This is an optimization exercise on Yosys and OpenROAD, whose aim is small area and a short achievable clock period, not a production implementation.
In this exercise RTL edits were held to simulation tests only and were not proved equivalent to the original.
Power is estimated from default activity; no workload was simulated.

==> v11: inputs <==
// FIR_Filter_16tap
module FIR_Filter_16tap #(parameter N = 16)(
    input clk, reset, enable,
    input [N-1:0] data_in,
    output [31:0] data_out
);
Settings: LEC_CHECK=0, CAP_MARGIN=20, CORE_MARGIN=2, CORE_UTILIZATION=62, SLEW_MARGIN=20; clock period 16.0 ns.
standard.sh (not shown) runs the stock make flow with config.mk's settings and CLKGATE_MAP_FILE= SYNTH_SCRIPT=/design/flow/synth_recipe.tcl, a recipe that flattens the netlist after the stock synthesis.
==> flow/flow/run.sh <==
#!/bin/bash
# Layout flow: the standard flow with its synthesis netlist replaced by a
# hand-built gate netlist of the same design (flow/hand.py, the script that
# also wrote rtl/fir_filter_16tap.v, so registers and adder structure match
# the RTL one for one), then
#  - flow/fixpol.py removes inverters around full adders (a full adder is
#    self-dual); the logic function is unchanged;
#  - timing repair aims at a setup margin of 11.3 ns (about a 4.7 ns period)
#    instead of the bare 16 ns clock;
#  - ports are buffered with buf_4 cells, and the clock tree uses clkbuf_8
#    cells, sink clusters of 18 and no dummy loads.
# The standard synthesis still runs first; if its registers (names and cell
# types) differ from the hand netlist's, its own netlist is kept instead.
# Logs: make_synth.log, hand.log, fixpol.log, make_finish.log here, and the
# ORFS logs under orfs/logs.
set -euo pipefail
MARGIN=${MARGIN:-11.4}
CTS="-sink_clustering_enable -repair_clock_nets -dont_use_dummy_load -buf_list {sky130_fd_sc_hd__clkbuf_8} -sink_clustering_size 18 -sink_clustering_max_diameter 60"
R=orfs/results/sky130hd/FIR_Filter_16tap/base
bash standard.sh synth > make_synth.log 2>&1
cp $R/1_2_yosys.v std_synth.v
python3 flow/hand.py --pol alt --csC --x1c --cpaA bk --gclr --c16ha -o hand.v > hand.log 2>&1
regs() { grep -o 'dfxtp_1 [^ ]*' "$1" | sort; }
if [[ "$(regs std_synth.v)" == "$(regs hand.v)" ]] && [[ $(regs hand.v | wc -l) -gt 0 ]]; then
  echo "using hand netlist" >> hand.log
  cp hand.v $R/1_2_yosys.v
else
  echo "register mismatch: keeping the standard netlist" >> hand.log
fi
python3 flow/fixpol.py $R/1_2_yosys.v > fixpol.log 2>&1
touch $R/1_2_yosys.v
bash standard.sh finish SETUP_SLACK_MARGIN=$MARGIN "BUFFER_PORTS_ARGS=-buffer_cell sky130_fd_sc_hd__buf_4" "CTS_ARGS=$CTS" > make_finish.log 2>&1
Other scripts of this flow, unchanged in this note and not shown: flow/flow/fixpol.py, flow/flow/hand.py
==> inputs of v17, as changes to v11 <==
--- a/flow/flow/run.sh
+++ b/flow/flow/run.sh
@@ -8,14 +8,14 @@
 #  - timing repair aims at a setup margin of 11.3 ns (about a 4.7 ns period)
 #    instead of the bare 16 ns clock;
 #  - ports are buffered with buf_4 cells, and the clock tree uses clkbuf_8
-#    cells, sink clusters of 18 and no dummy loads.
+#    cells, sink clusters of 15 and no dummy loads.
 # The standard synthesis still runs first; if its registers (names and cell
 # types) differ from the hand netlist's, its own netlist is kept instead.
 # Logs: make_synth.log, hand.log, fixpol.log, make_finish.log here, and the
 # ORFS logs under orfs/logs.
 set -euo pipefail
-MARGIN=${MARGIN:-11.4}
-CTS="-sink_clustering_enable -repair_clock_nets -dont_use_dummy_load -buf_list {sky130_fd_sc_hd__clkbuf_8} -sink_clustering_size 18 -sink_clustering_max_diameter 60"
+MARGIN=${MARGIN:-11.3}
+CTS="-sink_clustering_enable -repair_clock_nets -dont_use_dummy_load -buf_list {sky130_fd_sc_hd__clkbuf_8} -sink_clustering_size 15 -sink_clustering_max_diameter 60"
 R=orfs/results/sky130hd/FIR_Filter_16tap/base
 bash standard.sh synth > make_synth.log 2>&1
 cp $R/1_2_yosys.v std_synth.v
==> inputs of v16, as changes to v11 <==
--- a/flow/flow/run.sh
+++ b/flow/flow/run.sh
@@ -8,14 +8,14 @@
 #  - timing repair aims at a setup margin of 11.3 ns (about a 4.7 ns period)
 #    instead of the bare 16 ns clock;
 #  - ports are buffered with buf_4 cells, and the clock tree uses clkbuf_8
-#    cells, sink clusters of 18 and no dummy loads.
+#    cells, sink clusters of 15 and no dummy loads.
 # The standard synthesis still runs first; if its registers (names and cell
 # types) differ from the hand netlist's, its own netlist is kept instead.
 # Logs: make_synth.log, hand.log, fixpol.log, make_finish.log here, and the
 # ORFS logs under orfs/logs.
 set -euo pipefail
-MARGIN=${MARGIN:-11.4}
-CTS="-sink_clustering_enable -repair_clock_nets -dont_use_dummy_load -buf_list {sky130_fd_sc_hd__clkbuf_8} -sink_clustering_size 18 -sink_clustering_max_diameter 60"
+MARGIN=${MARGIN:-11.45}
+CTS="-sink_clustering_enable -repair_clock_nets -dont_use_dummy_load -buf_list {sky130_fd_sc_hd__clkbuf_8} -sink_clustering_size 15 -sink_clustering_max_diameter 60"
 R=orfs/results/sky130hd/FIR_Filter_16tap/base
 bash standard.sh synth > make_synth.log 2>&1
 cp $R/1_2_yosys.v std_synth.v
==> out/metrics.cfg <==
[finish]
area_growth_pct = 9.32
multiInputGateArea_um2 = 8790
clkbuf_count = 29

[power]
pwr-share-seq_pct = 24.5
internal-power_mw = 2.13

[worst_setup_path]
crit_chain = buf_4 -> maj3_1 -> xnor2_1 -> nor2_1 -> a21oi_4 -> o21ai_4 -> a21oi_4 -> inv_2 -> a21oi_2 -> xor2_1

[status]
status = complete, no violations

[grt]
grt_pass1_vias = 9440

# the run above: v17

==> out/metrics.cfg <==
[power]
internal-power_mw = 2.24
pwr-share-seq_pct = 23.2

[grt]
grt_pass1_vias = 9494

[finish]
clkbuf_count = 25
multiInputGateArea_um2 = 8980

[status]
status = complete, no violations

# the run above: v11

==> out/metrics.cfg <==
[power]
internal-power_mw = 2.33
pwr-share-seq_pct = 22.5

[status]
status = complete, no violations

[worst_setup_path]
crit_chain = buf_12 -> xor2_2 -> xor2_1 -> buf_4 -> xnor2_4 -> o21ai_2 -> a21oi_2 -> o21ai_2 -> a21oi_4 -> inv_2 -> a21oi_2 -> xor2_1

[finish]
clkbuf_count = 29
multiInputGateArea_um2 = 9070
area_growth_pct = 12.4

[grt]
grt_pass1_vias = 9539

# the run above: v16

-- what the ideal ports hide --
No port has a modelled driver above. Below, the same layouts with a new extraction and two added sets of constraints.
Step 1, drivers: a clkbuf_16 drives clk and a buf_2 each remaining input, both assumed.
Step 2 also shifts input and output timing later by t, the mid clock arrival at the registers, as if the neighbouring blocks saw the same clock.
Three values: no drivers, after step 1, after step 2; two values: the first two.
run	t (ns)	setup WS [ns]	hold WS [ns]	worst slew at a driven data input, ns	cell pins on the clock port's net
v11	0.595	11.464 / 11.478 / 10.883	0.347 / 0.347 / 0.347	0.04	1
v17	0.603	11.388 / 11.408 / 10.805	0.373 / 0.373 / 0.373	0.04	1
v16	0.604	11.492 / 11.486 / 10.882	0.371 / 0.371 / 0.371	0.06	1
After both steps every run listed still meets setup and hold. The setup slack of v16, which loses most, moves by -0.006 ns with the drivers and by -0.610 ns with both steps.
